Background: an optimization exercise with open tools, aiming at small area. Do not read the settings as production practice. Only simulation tests tie the RTL to the original design; equivalence was not proved. Power and IR drop assume default switching activity.

==> job 6985 <==
==> flow/design.v <==
`timescale 1 ns / 1 ps
module alu(op1, op2, sub, lt, sh, shl, sra, lg, lg_op, sum, result);
    input wire logic [31:0] op1, op2;
    input wire logic sub, lt, sh, shl, sra, lg;
    input wire logic [1:0] lg_op;
    output logic [31:0] sum;
    output logic [31:0] result;
    logic [31:0] b;
    logic less;
    logic [31:0] sin, sout, rev_in, rev_out;
    logic [31:0] logic_r;
    assign b = sub ? ~op2 : op2;
    assign sum = op1 + b + {31'd0, sub};
    assign less = (op1[31] ^ op2[31]) ? op1[31] : sum[31];
    always_comb
        for (int i = 0; i < 32; i++) rev_in[i] = op1[31-i];
    assign sin = shl ? rev_in : op1;
    assign sout = $unsigned($signed({sra & op1[31], sin}) >>> op2[4:0]);
    always_comb
        for (int i = 0; i < 32; i++) rev_out[i] = sout[31-i];
    always_comb
        case (lg_op)
            2'b00: logic_r = op1 & op2;
            2'b01: logic_r = op1 | op2;
            default: logic_r = op1 ^ op2;
        endcase
    always_comb begin
        if (lt) result = {31'd0, less};
        else if (sh) result = shl ? rev_out : sout;
        else if (lg) result = logic_r;
        else result = sum;
    end
endmodule
`timescale 1ns / 1ps
module regfile(clk, readReg1, readReg2, writeReg, writeData, write, readData1, readData2);
    input wire logic clk;
    input wire logic [4:0] readReg1, readReg2, writeReg;
    input wire logic [31:0] writeData;
    input wire logic write;
    output logic [31:0] readData1, readData2;
    logic [31:0] register[31:1];
    always_ff @(posedge clk)
        if (write && writeReg != 0)
            register[writeReg] <= writeData;
    always_comb begin
        readData1 = 0;
        readData2 = 0;
        for (int i = 1; i < 32; i++) begin
            if (readReg1 == i) readData1 = register[i];
            if (readReg2 == i) readData2 = register[i];
        end
    end
endmodule
`timescale 1 ns / 1 ps
module riscv_final(clk, rst, instruction, ALUResult, dReadData, PC, dAddress,
    dWriteData, MemRead, MemWrite, WriteBackData, iMemRead);
    parameter INITIAL_PC = 32'h00400000;
    input wire logic clk;
    input wire logic rst;
    input wire logic [31:0] instruction;
    input wire logic [31:0] dReadData;
    output logic [31:0] PC;
    output logic [31:0] ALUResult;
    output logic [31:0] dAddress;
    output logic [31:0] dWriteData;
    output logic [31:0] WriteBackData;
    output logic MemRead;
    output logic MemWrite;
    output logic iMemRead;
    localparam [3:0] C_OTHER = 4'd0;
    localparam [3:0] C_LOAD  = 4'd1;
    localparam [3:0] C_I     = 4'd2;
    localparam [3:0] C_R     = 4'd3;
    localparam [3:0] C_U     = 4'd4;
    localparam [3:0] C_S     = 4'd5;
    localparam [3:0] C_SB    = 4'd6;
    localparam [3:0] C_JAL   = 4'd7;
    localparam [3:0] C_JALR  = 4'd8;
    function automatic [3:0] op_class(input [6:0] op);
        case (op)
            7'b0000011: op_class = C_LOAD;
            7'b0010011: op_class = C_I;
            7'b0110011: op_class = C_R;
            7'b0110111: op_class = C_U;
            7'b0100011: op_class = C_S;
            7'b1100011: op_class = C_SB;
            7'b1101111: op_class = C_JAL;
            7'b1100111: op_class = C_JALR;
            default:    op_class = C_OTHER;
        endcase
    endfunction
    function automatic reads_rs1(input [3:0] c);
        reads_rs1 = (c == C_LOAD || c == C_I || c == C_R || c == C_S || c == C_SB || c == C_JALR);
    endfunction
    function automatic reads_rs2(input [3:0] c);
        reads_rs2 = (c == C_R || c == C_S || c == C_SB || c == C_U);
    endfunction
    logic [31:0] if_PC;
    logic [31:7] d_ins;       
    logic [3:0]  d_cls;       
    logic        d_rst;       
    logic        d_v;         
    logic [31:0] id_PC;
    logic [31:0] ex_PC_WD;    
    logic [31:0] ex_btgt;     
    logic [31:0] ex_ALUResult;
    logic        ex_RegWrite, ex_MemRead, ex_MemWrite, ex_Branch;
    logic        ex_jump, ex_jalr;
    logic [4:0]  ex_writeReg;
    logic        ex_Zero;
    logic        mem_LESS_THAN;
    logic        ex_f3_v;     
    logic [2:0]  mem_funct_3;
    logic        mem_RegWrite, mem_MemToReg;
    logic [4:0]  mem_writeReg;
    logic [31:0] mem_ALUResult;
    logic        mem_jump, wb_jump, wbwb_jump, wb_PCSrc;
    logic [3:0] cls;
    logic [4:0] readReg1, readReg2;
    assign cls = op_class(instruction[6:0]);
    assign readReg1 = reads_rs1(cls) ? instruction[19:15] : 5'd0;
    assign readReg2 = reads_rs2(cls) ? instruction[24:20] : 5'd0;
    logic id_MemRead, id_MemWrite, id_RegWrite, id_Branch, id_jump, id_jalr;
    logic [4:0] id_writeReg, id_rs1, id_rs2, rf_rs1, rf_rs2;
    assign id_MemRead  = d_v && d_cls == C_LOAD;
    assign id_MemWrite = d_v && d_cls == C_S;
    assign id_Branch   = d_v && d_cls == C_SB;
    assign id_jump     = d_v && (d_cls == C_JAL || d_cls == C_JALR);
    assign id_jalr     = d_v && d_cls == C_JALR;
    assign id_RegWrite = d_v && (d_cls == C_LOAD || d_cls == C_I || d_cls == C_R ||
                                 d_cls == C_U || d_cls == C_JAL || d_cls == C_JALR);
    assign id_writeReg = d_ins[11:7];
    assign rf_rs1 = reads_rs1(d_cls) ? d_ins[19:15] : 5'd0;
    assign rf_rs2 = reads_rs2(d_cls) ? d_ins[24:20] : 5'd0;
    assign id_rs1 = d_v ? rf_rs1 : 5'd0;
    assign id_rs2 = d_v ? rf_rs2 : 5'd0;
    logic branch_mem_taken, mem_PCSrc, lu_hazard, load_use_hazard, kill_id, squash_ex;
    assign branch_mem_taken = ex_Branch && (
        (mem_funct_3 == 3'b001 && !ex_Zero) ||
        (mem_funct_3 == 3'b100 && !ex_Zero && mem_LESS_THAN) ||
        (mem_funct_3 == 3'b101 && !mem_LESS_THAN) ||
        (mem_funct_3 == 3'b000 && ex_Zero));
    assign mem_PCSrc = branch_mem_taken && !wbwb_jump;
    assign lu_hazard = id_MemRead && (id_writeReg == readReg1 || id_writeReg == readReg2)
                       && !ex_jump && !wb_jump;
    assign load_use_hazard = lu_hazard && !branch_mem_taken && !wb_PCSrc;
    assign iMemRead = !load_use_hazard;
    assign kill_id = lu_hazard || branch_mem_taken || wb_PCSrc || wb_jump || wbwb_jump;
    assign squash_ex = wb_PCSrc || branch_mem_taken || mem_jump;
    logic [31:0] mem_branchTarget;
    assign PC = if_PC;
    assign mem_branchTarget = ex_jalr ? ex_ALUResult : ex_btgt;
    always_ff @(posedge clk) begin
        if (rst)
            if_PC <= INITIAL_PC;
        else if (mem_PCSrc || wb_jump)
            if_PC <= mem_branchTarget;
        else if (!load_use_hazard)
            if_PC <= {if_PC[31:2] + 30'd1, if_PC[1:0]};
    end
    always_ff @(posedge clk) begin
        d_ins <= instruction[31:7];
        d_cls <= cls;
        d_rst <= rst;
        d_v <= !rst && !kill_id;
        if (!load_use_hazard)
            id_PC <= if_PC;
    end
    logic [2:0] f3;
    logic [6:0] f7;
    logic a_sub, a_lt, a_sh, a_shl, a_sra, a_lg;
    logic [1:0] a_lg_op;
    assign f3 = d_ins[14:12];
    assign f7 = d_ins[31:25];
    always_comb begin
        a_sub = 0; a_lt = 0; a_sh = 0; a_shl = 0; a_sra = 0; a_lg = 0; a_lg_op = 2'b00;
        if (d_rst) begin
            a_lg = 1;                        
        end else if (d_cls == C_SB) begin
            a_sub = 1;
        end else if (d_cls == C_I || d_cls == C_R) begin
            case (f3)
                3'b000: a_sub = (d_cls == C_R && f7 == 7'b0100000);
                3'b010: begin a_sub = 1; a_lt = 1; end
                3'b110: begin a_lg = 1; a_lg_op = 2'b01; end
                3'b100: begin a_lg = 1; a_lg_op = 2'b10; end
                3'b001: begin a_sh = 1; a_shl = 1; end
                3'b101:
                    if (f7 == 7'b0000000) a_sh = 1;
                    else if (f7 == 7'b0100000) begin a_sh = 1; a_sra = 1; end
                    else a_lg = 1;
                default: a_lg = 1;           
            endcase
        end
    end
    logic [31:0] imm;
    logic isImmed;
    always_comb begin
        case (d_cls)
            C_I, C_LOAD, C_JALR: imm = {{20{d_ins[31]}}, d_ins[31:20]};
            C_JAL: imm = {{12{d_ins[31]}}, d_ins[19:12], d_ins[20], d_ins[30:21], 1'b0};
            C_S:   imm = {{20{d_ins[31]}}, d_ins[31:25], d_ins[11:7]};
            C_SB:  imm = {{20{d_ins[31]}}, d_ins[7], d_ins[30:25], d_ins[11:8], 1'b0};
            C_U:   imm = {d_ins[31:12], 12'd0};
            default: imm = 32'd0;
        endcase
    end
    assign isImmed = !d_rst && (d_cls == C_I || d_cls == C_LOAD || d_cls == C_JALR ||
                                d_cls == C_JAL || d_cls == C_S || d_cls == C_U);
    logic [31:0] rd1, rd2;
    regfile myRegister(.clk(clk), .readReg1(rf_rs1), .readReg2(rf_rs2),
        .writeReg(mem_writeReg), .writeData(WriteBackData), .write(mem_RegWrite),
        .readData1(rd1), .readData2(rd2));
    logic [31:0] op1, op2, fwd2;
    logic ex_fwd1, mem_fwd1, ld_fwd1, ex_fwd2, mem_fwd2, ld_fwd2;
    assign ex_fwd1  = ex_RegWrite && id_rs1 == ex_writeReg && id_rs1 != 0;
    assign mem_fwd1 = mem_RegWrite && !mem_MemToReg && id_rs1 == mem_writeReg && id_rs1 != 0 && !mem_jump;
    assign ld_fwd1  = mem_MemToReg && id_rs1 == mem_writeReg && id_rs1 != 0 && !wb_jump;
    assign ex_fwd2  = ex_RegWrite && id_rs2 == ex_writeReg && id_rs2 != 0;
    assign mem_fwd2 = mem_RegWrite && !mem_MemToReg && id_rs2 == mem_writeReg && id_rs2 != 0;
    assign ld_fwd2  = mem_MemToReg && id_rs2 == mem_writeReg && id_rs2 != 0;
    always_comb begin
        if (ex_fwd1) op1 = ex_ALUResult;
        else if (mem_fwd1) op1 = mem_ALUResult;
        else if (ld_fwd1) op1 = dReadData;
        else op1 = rd1;
        if (ex_fwd2) fwd2 = ex_ALUResult;
        else if (mem_fwd2) fwd2 = mem_ALUResult;
        else if (ld_fwd2) fwd2 = dReadData;
        else fwd2 = rd2;
        op2 = isImmed ? imm : fwd2;
    end
    logic [31:0] sum;
    alu myAlu(.op1(op1), .op2(op2), .sub(a_sub), .lt(a_lt), .sh(a_sh), .shl(a_shl),
        .sra(a_sra), .lg(a_lg), .lg_op(a_lg_op), .sum(sum), .result(ALUResult));
    logic ex_load;
    assign ex_load = !rst && !squash_ex;
    always_ff @(posedge clk) begin
        ex_RegWrite  <= ex_load && id_RegWrite;
        ex_MemRead   <= ex_load && id_MemRead;
        ex_MemWrite  <= ex_load && id_MemWrite;
        ex_Branch    <= ex_load && id_Branch;
        ex_jump      <= ex_load && id_jump;
        ex_jalr      <= ex_load && id_jalr;
        ex_ALUResult <= ex_load ? ALUResult : 32'd0;
        ex_writeReg  <= id_writeReg;
        ex_PC_WD     <= (ex_load && id_MemWrite) ? fwd2 : id_PC;
        ex_btgt      <= id_PC + imm - 32'd4;
        ex_Zero      <= (sum == 32'd0);
        mem_LESS_THAN <= sum[31];
        ex_f3_v      <= ex_load;
        mem_funct_3  <= ex_f3_v ? f3 : 3'd0;
    end
    assign dAddress = ex_ALUResult;
    assign dWriteData = ex_PC_WD;
    assign MemRead = ex_MemRead && !mem_jump;
    assign MemWrite = ex_MemWrite;
    always_ff @(posedge clk) begin
        mem_RegWrite <= !rst && !mem_jump && ex_RegWrite;
        mem_MemToReg <= !rst && !mem_jump && ex_MemRead;
        mem_writeReg <= ex_writeReg;
        if (!mem_jump)
            mem_ALUResult <= ex_jump ? ex_PC_WD : ex_ALUResult;
        wb_jump   <= !rst && id_jump && !wb_jump && !mem_jump && !mem_PCSrc;
        wb_PCSrc  <= !rst && mem_PCSrc;
        mem_jump  <= !rst && ex_jump;
        wbwb_jump <= !rst && wb_jump;
    end
    assign WriteBackData = mem_MemToReg ? dReadData : mem_ALUResult;
endmodule
==> flow/run.sh <==
#!/bin/bash
# synth_recipe.tcl (not shown) runs the flow's synth.tcl, then flattens the netlist and writes it again
# the make line also repeats each setting of config.mk as NAME=value (left out here)
make -C /OpenROAD-flow-scripts/flow DESIGN_CONFIG=/design/flow/config.mk WORK_HOME=/design/flow/orfs CLKGATE_MAP_FILE= SYNTH_SCRIPT=/design/flow/synth_recipe.tcl finish
==> flow/config.mk <==
export PLATFORM = sky130hd
export DESIGN_NAME = riscv_final
export DESIGN_NICKNAME = riscv_final
export VERILOG_FILES = /design/flow/design.v
export SDC_FILE = /design/flow/constraint.sdc
export NUM_CORES = 4
export LEC_CHECK = 0
export CAP_MARGIN = 20
export CORE_MARGIN = 2
export CORE_UTILIZATION = 40
export SLEW_MARGIN = 20
==> flow/constraint.sdc <==
create_clock -name core_clock -period 11.0 [get_ports {clk}]
set_input_delay 2.2000 -clock core_clock [delete_from_list [all_inputs] [get_ports {clk}]]
set_output_delay 2.2000 -clock core_clock [all_outputs]
set_load 0.01 [all_outputs]
==> job 4063: changes against job 6985 <==
--- a/flow/design.v
+++ b/flow/design.v
@@ -42,14 +42,22 @@
     always_ff @(posedge clk)
         if (write && writeReg != 0)
             register[writeReg] <= writeData;
-    always_comb begin
-        readData1 = 0;
-        readData2 = 0;
-        for (int i = 1; i < 32; i++) begin
-            if (readReg1 == i) readData1 = register[i];
-            if (readReg2 == i) readData2 = register[i];
-        end
-    end
+    function automatic [31:0] read_port(input [4:0] a, input [33*32-1:0] r);
+        logic [32:0] s;
+        logic [31:0] t [0:10];
+        for (int i = 0; i < 33; i++) s[i] = (i != 0) && (i < 32) && a == i;
+        for (int k = 0; k < 11; k++)
+            t[k] = ({32{s[3*k]}} & r[32*(3*k) +: 32]) | ({32{s[3*k+1]}} & r[32*(3*k+1) +: 32]) |
+                   ({32{s[3*k+2]}} & r[32*(3*k+2) +: 32]);
+        read_port = ((t[0] | t[1] | t[2] | t[3]) | (t[4] | t[5] | t[6] | t[7])) | (t[8] | t[9] | t[10]);
+    endfunction
+    logic [33*32-1:0] rr;
+    always_comb begin
+        rr = 0;
+        for (int i = 1; i < 32; i++) rr[32*i +: 32] = register[i];
+    end
+    assign readData1 = read_port(readReg1, rr);
+    assign readData2 = read_port(readReg2, rr);
 endmodule
 `timescale 1 ns / 1 ps
 module riscv_final(clk, rst, instruction, ALUResult, dReadData, PC, dAddress,
@@ -98,9 +106,10 @@
     logic [31:0] if_PC;
     logic [31:7] d_ins;       
     logic [3:0]  d_cls;       
+    logic        d_r1, d_r2;  
     logic        d_rst;       
     logic        d_v;         
-    logic [31:0] id_PC;
+    logic [31:0] id_PC;       
     logic [31:0] ex_PC_WD;    
     logic [31:0] ex_btgt;     
     logic [31:0] ex_ALUResult;
@@ -130,8 +139,8 @@
     assign id_RegWrite = d_v && (d_cls == C_LOAD || d_cls == C_I || d_cls == C_R ||
                                  d_cls == C_U || d_cls == C_JAL || d_cls == C_JALR);
     assign id_writeReg = d_ins[11:7];
-    assign rf_rs1 = reads_rs1(d_cls) ? d_ins[19:15] : 5'd0;
-    assign rf_rs2 = reads_rs2(d_cls) ? d_ins[24:20] : 5'd0;
+    assign rf_rs1 = d_r1 ? d_ins[19:15] : 5'd0;
+    assign rf_rs2 = d_r2 ? d_ins[24:20] : 5'd0;
     assign id_rs1 = d_v ? rf_rs1 : 5'd0;
     assign id_rs2 = d_v ? rf_rs2 : 5'd0;
     logic branch_mem_taken, mem_PCSrc, lu_hazard, load_use_hazard, kill_id, squash_ex;
@@ -161,10 +170,10 @@
     always_ff @(posedge clk) begin
         d_ins <= instruction[31:7];
         d_cls <= cls;
+        d_r1 <= reads_rs1(cls);
+        d_r2 <= reads_rs2(cls);
         d_rst <= rst;
         d_v <= !rst && !kill_id;
-        if (!load_use_hazard)
-            id_PC <= if_PC;
     end
     logic [2:0] f3;
     logic [6:0] f7;
@@ -207,6 +216,23 @@
     end
     assign isImmed = !d_rst && (d_cls == C_I || d_cls == C_LOAD || d_cls == C_JALR ||
                                 d_cls == C_JAL || d_cls == C_S || d_cls == C_U);
+    logic [32:0] pc_bw;
+    always_comb begin
+        pc_bw[2] = 1'b1;
+        for (int i = 2; i < 32; i++) begin
+            id_PC[i] = if_PC[i] ^ pc_bw[i];
+            pc_bw[i+1] = pc_bw[i] & !if_PC[i];
+        end
+        id_PC[1:0] = if_PC[1:0];
+    end
+    localparam [31:0] MINUS8 = 32'hFFFFFFF8;
+    logic [31:0] bt_s, bt_c, btgt;
+    always_comb
+        for (int i = 0; i < 32; i++) begin
+            bt_s[i] = if_PC[i] ^ imm[i] ^ MINUS8[i];
+            bt_c[i] = MINUS8[i] ? (if_PC[i] | imm[i]) : (if_PC[i] & imm[i]);
+        end
+    assign btgt = bt_s + {bt_c[30:0], 1'b0};
     logic [31:0] rd1, rd2;
     regfile myRegister(.clk(clk), .readReg1(rf_rs1), .readReg2(rf_rs2),
         .writeReg(mem_writeReg), .writeData(WriteBackData), .write(mem_RegWrite),
@@ -245,7 +271,7 @@
         ex_ALUResult <= ex_load ? ALUResult : 32'd0;
         ex_writeReg  <= id_writeReg;
         ex_PC_WD     <= (ex_load && id_MemWrite) ? fwd2 : id_PC;
-        ex_btgt      <= id_PC + imm - 32'd4;
+        ex_btgt      <= btgt;
         ex_Zero      <= (sum == 32'd0);
         mem_LESS_THAN <= sum[31];
         ex_f3_v      <= ex_load;
==> flow/flow/run.sh (new file) <==
#!/bin/bash
# Layout flow: the standard flow, with synthesis mapped by an area
# oriented ABC script (flow/abc_area.script) instead of ORFS's speed script.
set -euo pipefail
W=$(pwd)
{ head -n 1 synth_recipe.tcl; cat flow/synth_hook.tcl; tail -n +2 synth_recipe.tcl; } > my_synth.tcl
sed "s#SYNTH_SCRIPT=[^ ]*#SYNTH_SCRIPT=$W/my_synth.tcl#" standard.sh > my_standard.sh
export MY_ABC_SCRIPT=$W/flow/abc_area.script
bash my_standard.sh synth > synth.log 2>&1
bash standard.sh > layout.log 2>&1
==> flow/flow/abc_area.script (new file) <==
strash
&get -n
&st
&dch
&nf
&put
==> flow/flow/synth_hook.tcl (new file) <==
# Inserted after the first line of the standard flow's synthesis script: once ORFS's
# synthesis preamble has set up the ABC arguments, swap the ABC script for
# the one in MY_ABC_SCRIPT. Everything else (registers, their names and
# cell types, flattening, renaming) is the standard synthesis.
rename source _bench_source
proc source {args} {
  set r [uplevel 1 [list _bench_source {*}$args]]
  if {[string match *synth_preamble.tcl [lindex $args end]] && [info exists ::env(MY_ABC_SCRIPT)]} {
    set i [lsearch -exact $::abc_args -script]
    lset ::abc_args [expr {$i + 1}] $::env(MY_ABC_SCRIPT)
    puts "abc script replaced: $::abc_args"
  }
  return $r
}
==> flow/standard.sh (new file) <==
#!/bin/bash
# synth_recipe.tcl (not shown) runs the flow's synth.tcl, then flattens the netlist and writes it again
# the make line also repeats each setting of config.mk as NAME=value (left out here)
make -C /OpenROAD-flow-scripts/flow DESIGN_CONFIG=/design/flow/config.mk WORK_HOME=/design/flow/orfs CLKGATE_MAP_FILE= SYNTH_SCRIPT=/design/flow/synth_recipe.tcl "${@:-finish}"
removed: flow/run.sh
==> job 8633: changes against job 6985 <==
--- a/flow/design.v
+++ b/flow/design.v
@@ -42,14 +42,22 @@
     always_ff @(posedge clk)
         if (write && writeReg != 0)
             register[writeReg] <= writeData;
-    always_comb begin
-        readData1 = 0;
-        readData2 = 0;
-        for (int i = 1; i < 32; i++) begin
-            if (readReg1 == i) readData1 = register[i];
-            if (readReg2 == i) readData2 = register[i];
-        end
-    end
+    function automatic [31:0] read_port(input [4:0] a, input [33*32-1:0] r);
+        logic [32:0] s;
+        logic [31:0] t [0:10];
+        for (int i = 0; i < 33; i++) s[i] = (i != 0) && (i < 32) && a == i;
+        for (int k = 0; k < 11; k++)
+            t[k] = ({32{s[3*k]}} & r[32*(3*k) +: 32]) | ({32{s[3*k+1]}} & r[32*(3*k+1) +: 32]) |
+                   ({32{s[3*k+2]}} & r[32*(3*k+2) +: 32]);
+        read_port = ((t[0] | t[1] | t[2] | t[3]) | (t[4] | t[5] | t[6] | t[7])) | (t[8] | t[9] | t[10]);
+    endfunction
+    logic [33*32-1:0] rr;
+    always_comb begin
+        rr = 0;
+        for (int i = 1; i < 32; i++) rr[32*i +: 32] = register[i];
+    end
+    assign readData1 = read_port(readReg1, rr);
+    assign readData2 = read_port(readReg2, rr);
 endmodule
 `timescale 1 ns / 1 ps
 module riscv_final(clk, rst, instruction, ALUResult, dReadData, PC, dAddress,
@@ -98,9 +106,10 @@
     logic [31:0] if_PC;
     logic [31:7] d_ins;       
     logic [3:0]  d_cls;       
+    logic        d_r1, d_r2;  
     logic        d_rst;       
     logic        d_v;         
-    logic [31:0] id_PC;
+    logic [31:0] id_PC;       
     logic [31:0] ex_PC_WD;    
     logic [31:0] ex_btgt;     
     logic [31:0] ex_ALUResult;
@@ -130,8 +139,8 @@
     assign id_RegWrite = d_v && (d_cls == C_LOAD || d_cls == C_I || d_cls == C_R ||
                                  d_cls == C_U || d_cls == C_JAL || d_cls == C_JALR);
     assign id_writeReg = d_ins[11:7];
-    assign rf_rs1 = reads_rs1(d_cls) ? d_ins[19:15] : 5'd0;
-    assign rf_rs2 = reads_rs2(d_cls) ? d_ins[24:20] : 5'd0;
+    assign rf_rs1 = d_r1 ? d_ins[19:15] : 5'd0;
+    assign rf_rs2 = d_r2 ? d_ins[24:20] : 5'd0;
     assign id_rs1 = d_v ? rf_rs1 : 5'd0;
     assign id_rs2 = d_v ? rf_rs2 : 5'd0;
     logic branch_mem_taken, mem_PCSrc, lu_hazard, load_use_hazard, kill_id, squash_ex;
@@ -161,10 +170,10 @@
     always_ff @(posedge clk) begin
         d_ins <= instruction[31:7];
         d_cls <= cls;
+        d_r1 <= reads_rs1(cls);
+        d_r2 <= reads_rs2(cls);
         d_rst <= rst;
         d_v <= !rst && !kill_id;
-        if (!load_use_hazard)
-            id_PC <= if_PC;
     end
     logic [2:0] f3;
     logic [6:0] f7;
@@ -207,6 +216,23 @@
     end
     assign isImmed = !d_rst && (d_cls == C_I || d_cls == C_LOAD || d_cls == C_JALR ||
                                 d_cls == C_JAL || d_cls == C_S || d_cls == C_U);
+    logic [32:0] pc_bw;
+    always_comb begin
+        pc_bw[2] = 1'b1;
+        for (int i = 2; i < 32; i++) begin
+            id_PC[i] = if_PC[i] ^ pc_bw[i];
+            pc_bw[i+1] = pc_bw[i] & !if_PC[i];
+        end
+        id_PC[1:0] = if_PC[1:0];
+    end
+    localparam [31:0] MINUS8 = 32'hFFFFFFF8;
+    logic [31:0] bt_s, bt_c, btgt;
+    always_comb
+        for (int i = 0; i < 32; i++) begin
+            bt_s[i] = if_PC[i] ^ imm[i] ^ MINUS8[i];
+            bt_c[i] = MINUS8[i] ? (if_PC[i] | imm[i]) : (if_PC[i] & imm[i]);
+        end
+    assign btgt = bt_s + {bt_c[30:0], 1'b0};
     logic [31:0] rd1, rd2;
     regfile myRegister(.clk(clk), .readReg1(rf_rs1), .readReg2(rf_rs2),
         .writeReg(mem_writeReg), .writeData(WriteBackData), .write(mem_RegWrite),
@@ -245,7 +271,7 @@
         ex_ALUResult <= ex_load ? ALUResult : 32'd0;
         ex_writeReg  <= id_writeReg;
         ex_PC_WD     <= (ex_load && id_MemWrite) ? fwd2 : id_PC;
-        ex_btgt      <= id_PC + imm - 32'd4;
+        ex_btgt      <= btgt;
         ex_Zero      <= (sum == 32'd0);
         mem_LESS_THAN <= sum[31];
         ex_f3_v      <= ex_load;
==> flow/flow/run.sh (new file) <==
#!/bin/bash
# Layout flow: the standard flow, with synthesis mapped by an area
# oriented ABC script (flow/abc_area.script) instead of ORFS's speed script.
# Ports are buffered with the smallest buffer.
set -euo pipefail
W=$(pwd)
{ head -n 1 synth_recipe.tcl; cat flow/synth_hook.tcl; tail -n +2 synth_recipe.tcl; } > my_synth.tcl
sed "s#SYNTH_SCRIPT=[^ ]*#SYNTH_SCRIPT=$W/my_synth.tcl#" standard.sh > my_standard.sh
export MY_ABC_SCRIPT=$W/flow/abc_area.script
bash my_standard.sh synth > synth.log 2>&1
bash standard.sh BUFFER_PORTS_ARGS="-buffer_cell sky130_fd_sc_hd__buf_1" finish > layout.log 2>&1
==> flow/flow/abc_area.script (new file) <==
strash
&get -n
&st
&dch
&nf
&put
==> flow/flow/synth_hook.tcl (new file) <==
# Inserted after the first line of the standard flow's synthesis script: once ORFS's
# synthesis preamble has set up the ABC arguments, swap the ABC script for
# the one in MY_ABC_SCRIPT. Everything else (registers, their names and
# cell types, flattening, renaming) is the standard synthesis.
rename source _bench_source
proc source {args} {
  set r [uplevel 1 [list _bench_source {*}$args]]
  if {[string match *synth_preamble.tcl [lindex $args end]] && [info exists ::env(MY_ABC_SCRIPT)]} {
    set i [lsearch -exact $::abc_args -script]
    lset ::abc_args [expr {$i + 1}] $::env(MY_ABC_SCRIPT)
    puts "abc script replaced: $::abc_args"
  }
  return $r
}
==> flow/standard.sh (new file) <==
#!/bin/bash
# synth_recipe.tcl (not shown) runs the flow's synth.tcl, then flattens the netlist and writes it again
# the make line also repeats each setting of config.mk as NAME=value (left out here)
make -C /OpenROAD-flow-scripts/flow DESIGN_CONFIG=/design/flow/config.mk WORK_HOME=/design/flow/orfs CLKGATE_MAP_FILE= SYNTH_SCRIPT=/design/flow/synth_recipe.tcl "${@:-finish}"
--- a/flow/config.mk
+++ b/flow/config.mk
@@ -5,7 +5,10 @@
 export SDC_FILE = /design/flow/constraint.sdc
 export NUM_CORES = 4
 export LEC_CHECK = 0
-export CAP_MARGIN = 20
+export CAP_MARGIN = 5
 export CORE_MARGIN = 2
 export CORE_UTILIZATION = 40
-export SLEW_MARGIN = 20
+export CTS_BUF_LIST = sky130_fd_sc_hd__clkbuf_8
+export CTS_CLUSTER_DIAMETER = 60
+export CTS_CLUSTER_SIZE = 14
+export SLEW_MARGIN = 5
removed: flow/run.sh
==> qor summary <==
| quantity | job 8633 | job 6985 | job 4063 |
|---|---|---|---|
| Outcome | finished clean | finished with violations | finished clean |
| Reasons for failing layout checks | - | negative setup slack | - |
| Fraction of synthesized cell area in xor and xnor cells | 2.164% | 1.461% | 2.164% |
| Number of clock buffers in the layout | 116 | 178 | 163 |
| Placeable core region | 145,200 µm² | 169,700 µm² | 145,200 µm² |
| Number of non-clock inverters in the layout | 167 | 237 | 167 |
| Post-synthesis instance area | 58,280 µm² | 68,350 µm² | 58,280 µm² |
| Total Power | 8.519 mW | 11.38 mW | 10.41 mW |
| Internal power summed over all cells | 6.318 mW | 8.357 mW | 7.924 mW |
| Pin count of the biggest net entering global routing | 63 | 87 | 63 |
| Fraction of area in registers | 52.11% | 42.86% | 49.02% |
| Inst Count DP | 7,061 | 9,032 | 7,120 |
| Clock buffer and inverter area fraction after layout | 3.250% | 5.723% | 6.440% |
| WP depth | 25 | 22 | 24 |

[static timing again, ports no longer ideal]
Ports are ideal in the flow. The routed layouts listed here were re-timed in OpenROAD. Step 1 sets driving cells, clkbuf_16 on the clock port and buf_2 on the other inputs (assumed; they add their load-dependent delay and slew). Step 2 times the ports against the registers' clock, not the clock port: input delays grow and output delays shrink by t, the midpoint of the rising clock arrivals with the driver on. Three values: ideal ports, drivers, drivers and shift; two values: the first two.
run | t, ns | slack for setup (ns) | worst setup path after step 2 | clock arrival spread, ns | worst data-port slew with drivers (ns)
job 6985 | 0.920 | -0.090 / -0.182 / 0.574 | input to output | 0.058 / 0.058 | 0.15
job 4063 | 0.869 | 0.294 / 0.209 / 0.718 | input to output | 0.060 / 0.061 | 0.15
job 8633 | 0.984 | 0.351 / 0.272 / 1.256 | register to output | 0.108 / 0.107 | 0.17
